Context: an optimization exercise on an open-source flow, tuned for small area, a short achievable clock period and few clock cycles per item. The choices shown serve that exercise and are no tape-out recipe. Function was checked by simulation only, so behaviour that the tests miss may differ from the original. Power is estimated from default activity; no workload was simulated.

Setup of run 1:
Design axis_matmul2x2, start of the top module:
module axis_matmul2x2 #(parameter W = 13) (
    input                       clk             ,
    input                       rst             ,
    input                       s_axis_tvalid   ,
    input     [31 : 0]          s_axis_tdata    ,
    input                       s_axis_tlast    ,
    output                      s_axis_tready   ,
    output                      m_axis_tvalid   ,
    output    [31 : 0]          m_axis_tdata    ,
    output                      m_axis_tlast    ,
    input                       m_axis_tready
);
    wire [3:0] ia0 = s_axis_tdata[3:0];
    wire [3:0] ia1 = s_axis_tdata[11:8];
    wire [3:0] ib0 = s_axis_tdata[19:16];
    wire [3:0] ib1 = s_axis_tdata[27:24];
    reg       hv;
    reg [3:0] h_a0, h_a1, h_b00, h_b01;
    reg       mv, mrow;
    reg [3:0] ma0, ma1;
    reg [3:0] mb00, mb01, mb10, mb11;
    reg       ov;
    reg [W-1:0] oc0, oc1;    
    wire out_free  = !ov || m_axis_tready;
    wire do_comp   = mv && out_free;
    wire comp_last = do_comp && !mrow;
    reg rdy_x, rdy_y;
    assign s_axis_tready = rdy_x || (rdy_y && m_axis_tready);
    wire s_fire = s_axis_tvalid && s_axis_tready;
    wire [W-1:0] dot0, dot1;
    dot4s u_d0(.a0(ma0), .b0(mb00), .a1(ma1), .b1(mb10), .p(dot0));
    dot4s u_d1(.a0(ma0), .b0(mb01), .a1(ma1), .b1(mb11), .p(dot1));
    wire [8:0] c0, c1;
    dotfin u_f0(.p(oc0), .y(c0));
    dotfin u_f1(.p(oc1), .y(c1));
    wire hv_n   = s_fire ? !hv : hv;
    wire mv_n   = (s_fire && hv) ? 1'b1 : comp_last ? 1'b0 : mv;
    wire mrow_n = (s_fire && hv) ? 1'b1 : do_comp ? 1'b0 : mrow;
    wire ov_n   = do_comp ? 1'b1 : m_axis_tready ? 1'b0 : ov;
    always @(posedge clk) begin
  ...
export LEC_CHECK = 0
export CAP_MARGIN = 20
export CORE_MARGIN = 2
export CORE_UTILIZATION = 40
export PLACE_DENSITY = 0.5
export SETUP_SLACK_MARGIN = 4.1
export SLEW_MARGIN = 20
create_clock -name core_clock -period 7.5 [get_ports {clk}]
standard.sh (not shown) runs the stock make flow with config.mk's settings and CLKGATE_MAP_FILE= SYNTH_SCRIPT=/design/flow/synth_recipe.tcl, a recipe that flattens the netlist after the stock synthesis.
==> flow/flow/run.sh <==
#!/bin/bash
# Standard ORFS layout, with these changes:
#  - synthesis runs Yosys's synth without its internal ABC pass (SYNTH_ARGS=-noabc),
#    so the full-adder extraction sees the RTL's adder structure directly;
#    the final ABC mapping still runs as usual;
#  - every input and output port still gets its own buffer, but a buf_1
#    instead of the slow delay buffer buffer_ports picks by default;
#  - clock tree synthesis without dummy loads.
set -euo pipefail
bash standard.sh SYNTH_ARGS=-noabc \
  "BUFFER_PORTS_ARGS=-buffer_cell sky130_fd_sc_hd__buf_1" \
  "CTS_ARGS=-sink_clustering_enable -repair_clock_nets -dont_use_dummy_load" \
  finish > make_finish.log 2>&1
Testbench counts of run 1, summed over its fixed seeds: cycles 792, items 384.
Edits applied to the flow inputs when going from run 1 to run 2:
- GPL_ROUTABILITY_DRIVEN now 0, previously not set
- PLACE_DENSITY now 0.6, was 0.5
Notes after the runs:
- For via count, run 2 and run 1 come out practically identical.
- Min total power after layout across run 2 and run 1: run 2
- Summary of the comparison: length of routed met3 wiring is higher in run 2, relative to run 1.
- Going from run 1 to run 2, critical path depth saw a decrease; wire length dropped 7.0%; fmax saw an increase; sequential share of layout area roughly the same; non-clock buffer count increased by 2 relative to the old numbers.
- Compared with run 1, run 2 shows final critical-path setup slack higher by 0.078 ns.
- Relative to run 1, share of power burned in the clock network increased by 0.2 points in run 2.
- Global-route usage: run 2 vs run 1 down 0.52 points
Inputs modified between run 2 and run 3:
- a change of SETUP_SLACK_MARGIN from 4.1 to 3.9
- a deleted GPL_ROUTABILITY_DRIVEN that had been 0
--- a/flow/flow/run.sh
+++ b/flow/flow/run.sh
@@ -2 +2 @@
-# Standard ORFS layout, with these changes:
+# Standard ORFS layout, with two changes:
@@ -7,2 +7 @@
-#    instead of the slow delay buffer buffer_ports picks by default;
-#  - clock tree synthesis without dummy loads.
+#    instead of the slow delay buffer buffer_ports picks by default.
@@ -12 +10,0 @@
-  "CTS_ARGS=-sink_clustering_enable -repair_clock_nets -dont_use_dummy_load" \
--- outcome ---
Kind of critical path = flip-flop to flip-flop: run 3; kind of critical path = flip-flop to primary output: run 2
Total of clock buffers placed in the layout essentially unchanged between run 2 and run 3.
Max leakage power across run 2 and run 3: run 3
Comparing run 2 and run 3, the lower area growth from synthesis to final layout was measured on run 2.
Where global-route wire length before repair is concerned, run 2 is better than run 3.
For run 2 and run 3, there was not a single run that failed to finish clean.

---

Setup of red:
Another version of the RTL of axis_matmul2x2 (not shown whole).
Size: roughly 240 cells after synthesis, about 72 I/O pins.
==> flow/design.v (excerpt) <==
module axis_matmul2x2(
    input                       clk             ,
    input                       rst             ,
    input                       s_axis_tvalid   ,
    input     [31 : 0]          s_axis_tdata    ,
    input                       s_axis_tlast    ,
    output                      s_axis_tready   ,
    output                      m_axis_tvalid   ,
    output    [31 : 0]          m_axis_tdata    ,
    output                      m_axis_tlast    ,
    input                       m_axis_tready
);
    wire [3:0] ia0 = s_axis_tdata[3:0];
    wire [3:0] ia1 = s_axis_tdata[11:8];
    wire [3:0] ib0 = s_axis_tdata[19:16];
    wire [3:0] ib1 = s_axis_tdata[27:24];
    reg       hv;
    reg [3:0] h_a00, h_a10, h_b00, h_b01;
    reg       mv, mrow;
    reg [3:0] ma0, ma1, p_a01;
    reg [3:0] mb00, mb01, mb10, mb11;
    reg       ov;
    reg [8:0] oc0, oc1;
    wire out_free  = !ov || m_axis_tready;
    wire do_comp   = mv && out_free;
    wire comp_last = do_comp && !mrow;
    assign s_axis_tready = hv ? (!mv || comp_last)
                              : (!(mv && mrow) || do_comp);
    wire s_fire = s_axis_tvalid && s_axis_tready;
    wire [8:0] dot0, dot1;
    dot4 u_d0(.a0(ma0), .b0(mb00), .a1(ma1), .b1(mb10), .y(dot0));
    dot4 u_d1(.a0(ma0), .b0(mb01), .a1(ma1), .b1(mb11), .y(dot1));
    always @(posedge clk) begin
        if (rst) begin
            hv <= 1'b0;
            mv <= 1'b0;
            mrow <= 1'b0;
            ov <= 1'b0;
        end else begin
            if (do_comp)
                ov <= 1'b1;
            else if (m_axis_tready)
                ov <= 1'b0;
            if (s_fire && hv) begin
                mv <= 1'b1;
                mrow <= 1'b1;
            end else if (do_comp) begin
                mrow <= 1'b0;
                if (!mrow)
                    mv <= 1'b0;
            end
            if (s_fire)
                hv <= !hv;
        end
    end
    always @(posedge clk) begin
        if (s_fire && !hv) begin
            h_a00 <= ia0;
            h_a10 <= ia1;
  ...
==> flow/config.mk <==
export PLATFORM = sky130hd
export DESIGN_NAME = axis_matmul2x2
export DESIGN_NICKNAME = axis_matmul2x2
export VERILOG_FILES = /design/flow/design.v
export SDC_FILE = /design/flow/constraint.sdc
export NUM_CORES = 4
export LEC_CHECK = 0
export CAP_MARGIN = 20
export CORE_MARGIN = 2
export CORE_UTILIZATION = 40
export CTS_BUF_LIST = sky130_fd_sc_hd__clkbuf_4 sky130_fd_sc_hd__clkbuf_8
export CTS_CLUSTER_SIZE = 40
export PLACE_DENSITY = 0.6
export SETUP_SLACK_MARGIN = 4.5
export SLEW_MARGIN = 20
==> flow/constraint.sdc <==
create_clock -name core_clock -period 7.5 [get_ports {clk}]
set_input_delay 1.5000 -clock core_clock [delete_from_list [all_inputs] [get_ports {clk}]]
set_output_delay 1.5000 -clock core_clock [all_outputs]
set_load 0.01 [all_outputs]
==> flow/flow/run.sh <==
#!/bin/bash
# Standard ORFS layout, with two changes:
#  - synthesis runs Yosys's synth without its internal ABC pass (SYNTH_ARGS=-noabc),
#    so the full-adder extraction sees the RTL's adder structure directly;
#    the final ABC mapping still runs as usual;
#  - every input and output port still gets its own buffer, but a buf_2
#    instead of the slow delay buffer buffer_ports picks by default.
set -euo pipefail
bash standard.sh SYNTH_ARGS=-noabc \
  "BUFFER_PORTS_ARGS=-buffer_cell sky130_fd_sc_hd__buf_2" \
  finish > make_finish.log 2>&1
Testbench counts of red, summed over its fixed seeds: cycles 792, items 384.
Edits applied to the flow inputs when going from red to blue:
diff --git a/flow/config.mk b/flow/config.mk
--- a/flow/config.mk
+++ b/flow/config.mk
@@ -10,6 +10,4 @@
 export CORE_UTILIZATION = 40
-export CTS_BUF_LIST = sky130_fd_sc_hd__clkbuf_4 sky130_fd_sc_hd__clkbuf_8
-export CTS_CLUSTER_SIZE = 40
 export PLACE_DENSITY = 0.6
-export SETUP_SLACK_MARGIN = 4.5
+export SETUP_SLACK_MARGIN = 5
 export SLEW_MARGIN = 20
Findings:
blue vs. red: setup slack shows an increase of 0.019 ns, final cycle utilization of the critical path shows a reduction of 0.26 points, final design utilization shows an increase of 1.8 points. Changes observed in blue relative to red: global routing usage on met2 lower, final standard cell area without fillers higher.
Input-level comparison between green and blue:
diff --git a/flow/flow/run.sh b/flow/flow/run.sh
--- a/flow/flow/run.sh
+++ b/flow/flow/run.sh
@@ -5,3 +5,3 @@
 #    the final ABC mapping still runs as usual;
-#  - every input and output port still gets its own buffer, but a buf_2
+#  - every input and output port still gets its own buffer, but a buf_1
 #    instead of the slow delay buffer buffer_ports picks by default.
@@ -9,3 +9,3 @@
 bash standard.sh SYNTH_ARGS=-noabc \
-  "BUFFER_PORTS_ARGS=-buffer_cell sky130_fd_sc_hd__buf_2" \
+  "BUFFER_PORTS_ARGS=-buffer_cell sky130_fd_sc_hd__buf_1" \
   finish > make_finish.log 2>&1
diff --git a/flow/config.mk b/flow/config.mk
--- a/flow/config.mk
+++ b/flow/config.mk
@@ -10,4 +10,6 @@
 export CORE_UTILIZATION = 40
+export CTS_CLUSTER_DIAMETER = 400
+export CTS_CLUSTER_SIZE = 60
 export PLACE_DENSITY = 0.6
-export SETUP_SLACK_MARGIN = 5
+export SETUP_SLACK_MARGIN = 4.5
 export SLEW_MARGIN = 20
## What came out
Changes observed in green relative to blue: critical path data arrival time decreased by 0.03 ns relative to the old numbers; detailed-route DRC error count level; area growth from synthesis to layout shows a reduction of 5.1 points; non-clock buffer count went down 4; via count now smaller.
Relative to blue, the sequential share of cell area of green is higher by 1.8 points.
Modified inputs, orange compared to green
diff --git a/flow/flow/run.sh b/flow/flow/run.sh
--- a/flow/flow/run.sh
+++ b/flow/flow/run.sh
@@ -5,3 +5,3 @@
 #    the final ABC mapping still runs as usual;
-#  - every input and output port still gets its own buffer, but a buf_1
+#  - every input and output port still gets its own buffer, but a buf_2
 #    instead of the slow delay buffer buffer_ports picks by default.
@@ -9,3 +9,3 @@
 bash standard.sh SYNTH_ARGS=-noabc \
-  "BUFFER_PORTS_ARGS=-buffer_cell sky130_fd_sc_hd__buf_1" \
+  "BUFFER_PORTS_ARGS=-buffer_cell sky130_fd_sc_hd__buf_2" \
   finish > make_finish.log 2>&1
diff --git a/flow/config.mk b/flow/config.mk
--- a/flow/config.mk
+++ b/flow/config.mk
@@ -10,4 +10,2 @@
 export CORE_UTILIZATION = 40
-export CTS_CLUSTER_DIAMETER = 400
-export CTS_CLUSTER_SIZE = 60
 export PLACE_DENSITY = 0.6
Findings:
Of orange and green, the run reporting the higher final setup slack of the worst path was green. orange vs. green: time the worst path needs with I/O delays and setup higher, worst-case hold slack about even. orange reports a lower count of non-CTS buffers in the layout than green does. The worst slack at placement of orange was superior to that of green.

---

Another version of the RTL of axis_matmul2x2 (not shown whole).
Size in the first run: about 0.0040 mm2 of cells after synthesis.
clock: 7.5 ns
lec_check: 0
cap_margin: 20
core_margin: 2
core_utilization: 70
place_density: 0.9
setup_slack_margin: 4.0
slew_margin: 20
==> flow/flow/run.sh <==
#!/bin/bash
# Standard ORFS layout, with two changes:
#  - synthesis runs Yosys's synth without its internal ABC pass (SYNTH_ARGS=-noabc),
#    so the full-adder extraction sees the RTL's adder structure directly;
#    the final ABC mapping still runs as usual;
#  - every input and output port still gets its own buffer, but a buf_1
#    instead of the slow delay buffer buffer_ports picks by default.
set -euo pipefail
bash standard.sh SYNTH_ARGS=-noabc \
  "BUFFER_PORTS_ARGS=-buffer_cell sky130_fd_sc_hd__buf_1" \
  finish > make_finish.log 2>&1
The starting point completed with no timing, DRC or antenna violations.
Testbench counts at the start, summed over its fixed seeds: cycles 792, items 384.
Rerun with:
--- a/flow/flow/run.sh
+++ b/flow/flow/run.sh
@@ -2 +2 @@
-# Standard ORFS layout, with two changes:
+# Standard ORFS layout, with these changes:
@@ -7 +7,2 @@
-#    instead of the slow delay buffer buffer_ports picks by default.
+#    instead of the slow delay buffer buffer_ports picks by default;
+#  - clock tree synthesis without dummy loads.
@@ -10,0 +12 @@
+  "CTS_ARGS=-sink_clustering_enable -repair_clock_nets -dont_use_dummy_load" \
- CORE_UTILIZATION: 70 -> 40
- PLACE_DENSITY: 0.9 -> 0.6
Result:
- The changed run finished clean
- clock power came out lower by about 23%
- final cell count came out higher by about 12%
- flip-flop and latch count does not change
- register-to-register slack gets better by 110 ps
- combinational power came out lower by about 17%
- setup slack gets better by 110 ps
- global-route usage came out lower by 14 points
- via count came out lower by about 13%
Rerun with:
--- a/flow/flow/run.sh
+++ b/flow/flow/run.sh
@@ -2 +2 @@
-# Standard ORFS layout, with these changes:
+# Standard ORFS layout, with two changes:
@@ -7,2 +7 @@
-#    instead of the slow delay buffer buffer_ports picks by default;
-#  - clock tree synthesis without dummy loads.
+#    instead of the slow delay buffer buffer_ports picks by default.
@@ -12 +10,0 @@
-  "CTS_ARGS=-sink_clustering_enable -repair_clock_nets -dont_use_dummy_load" \
- CORE_UTILIZATION: 40 -> 60
- PLACE_DENSITY: 0.6 -> 0.8
Routed wire length climbs by 6.1%; setup slack degrades by 17 ps; power goes up by 13%; synthesized area is unchanged; combinational power climbs by 10%; clock-buffer cell count increases by 1.
Rerun with:
--- a/flow/flow/run.sh
+++ b/flow/flow/run.sh
@@ -2 +2 @@
-# Standard ORFS layout, with two changes:
+# Standard ORFS layout, with these changes:
@@ -7 +7,2 @@
-#    instead of the slow delay buffer buffer_ports picks by default.
+#    instead of the slow delay buffer buffer_ports picks by default;
+#  - clock tree synthesis without dummy loads.
@@ -10,0 +12 @@
+  "CTS_ARGS=-sink_clustering_enable -repair_clock_nets -dont_use_dummy_load -sink_clustering_size 30 -sink_clustering_max_diameter 500 -sink_clustering_levels 1" \
- CORE_UTILIZATION: 60 -> 40
- PLACE_DENSITY: 0.8 -> 0.6
=>
- The new run produced a clean layout
- utilization falls by 26 points
- critical path depth stays the same
- wire length falls by 5.8%
- synthesized cell count does not change
- die area rises by 47%
- flip-flop and latch count does not change
- synthesized area does not change
Rerun with:
--- a/flow/flow/run.sh
+++ b/flow/flow/run.sh
@@ -12 +12 @@
-  "CTS_ARGS=-sink_clustering_enable -repair_clock_nets -dont_use_dummy_load -sink_clustering_size 30 -sink_clustering_max_diameter 500 -sink_clustering_levels 1" \
+  "CTS_ARGS=-sink_clustering_enable -repair_clock_nets -dont_use_dummy_load -buf_list sky130_fd_sc_hd__clkbuf_16" \
Outcome:
- The new run finished with timing, DRC and antenna clean
- die area stays the same
- hold slack is worse by 4.2 ps
- routed wire length climbs by 0.60%
- cell area climbs by 2.0%
- final cell count stays flat
- clock skew drops by 7.4 ps
- first-iteration DRC count climbs by 8.2%
- synthesized cell count does not change
- worst setup slack is better by 19 ps
Rerun with:
--- a/flow/flow/run.sh
+++ b/flow/flow/run.sh
@@ -2 +2 @@
-# Standard ORFS layout, with these changes:
+# Standard ORFS layout, with two changes:
@@ -7,2 +7 @@
-#    instead of the slow delay buffer buffer_ports picks by default;
-#  - clock tree synthesis without dummy loads.
+#    instead of the slow delay buffer buffer_ports picks by default.
@@ -12 +10,0 @@
-  "CTS_ARGS=-sink_clustering_enable -repair_clock_nets -dont_use_dummy_load -buf_list sky130_fd_sc_hd__clkbuf_16" \
- SETUP_SLACK_MARGIN: 4.0 -> 3.8
Result: The new run finished with timing, DRC and antenna clean; cell count rises by about 1.3%; maximum frequency falls by about 4%; synthesized area is unchanged; final area falls by about 3.3%; power falls by 7.4%; core utilization falls by 1.6 points; critical path depth rises by 4; global-route usage falls by 0.24 points.

-- what the ideal ports hide --
The flow's constraints put no driver on any port. The routed layouts listed below were extracted and timed again, unchanged, in two steps. Step 1 (the two cells are an assumption about what drives the block):
set clk [get_ports {clk}]
set_driving_cell -lib_cell sky130_fd_sc_hd__clkbuf_16 $clk
set_driving_cell -lib_cell sky130_fd_sc_hd__buf_2 [delete_from_list [all_inputs] $clk]
Step 2 adds t to the input delays and takes it off the output delays; t is the mean of the earliest and latest rising clock arrival at the registers after step 1. Input paths then give back, and output paths get back, about the clock's delay inside the block. a / b / c = no drivers / after step 1 / after step 2; a / b = the first two.
| run | shift t [ns] | setup slack, ns | clock arrival spread, ns |
|---|---|---|---|
| run 1 | 0.357 | 3.981 / 3.981 / 3.981 | 0.023 / 0.023 |
| run 2 | 0.363 | 4.059 / 4.031 / 4.070 | 0.025 / 0.025 |
| run 3 | 0.383 | 3.961 / 3.961 / 3.961 | 0.016 / 0.016 |
| red | 0.363 | 3.316 / 3.316 / 3.316 | 0.010 / 0.010 |
| blue | 0.359 | 3.336 / 3.336 / 3.336 | 0.009 / 0.009 |
| green | 0.351 | 3.357 / 3.357 / 3.357 | 0.008 / 0.009 |
| orange | 0.363 | 3.316 / 3.316 / 3.316 | 0.010 / 0.010 |
| the first run of note 3 | 0.373 | 3.903 / 3.903 / 3.903 | 0.010 / 0.009 |
| the second run of note 3 | 0.367 | 4.015 / 4.007 / 4.013 | 0.030 / 0.030 |
| the third run of note 3 | 0.360 | 3.997 / 3.986 / 3.997 | 0.004 / 0.004 |
| the fourth run of note 3 | 0.367 | 4.015 / 4.007 / 4.013 | 0.030 / 0.030 |
| the fifth run of note 3 | 0.355 | 4.034 / 4.014 / 4.014 | 0.023 / 0.023 |
| the sixth run of note 3 | 0.374 | 3.884 / 3.884 / 3.884 | 0.011 / 0.011 |
After both steps every run listed still meets setup and hold. The setup slack of the fifth run of note 3, which loses most, moves by -0.020 ns with the drivers and by -0.020 ns with both steps.
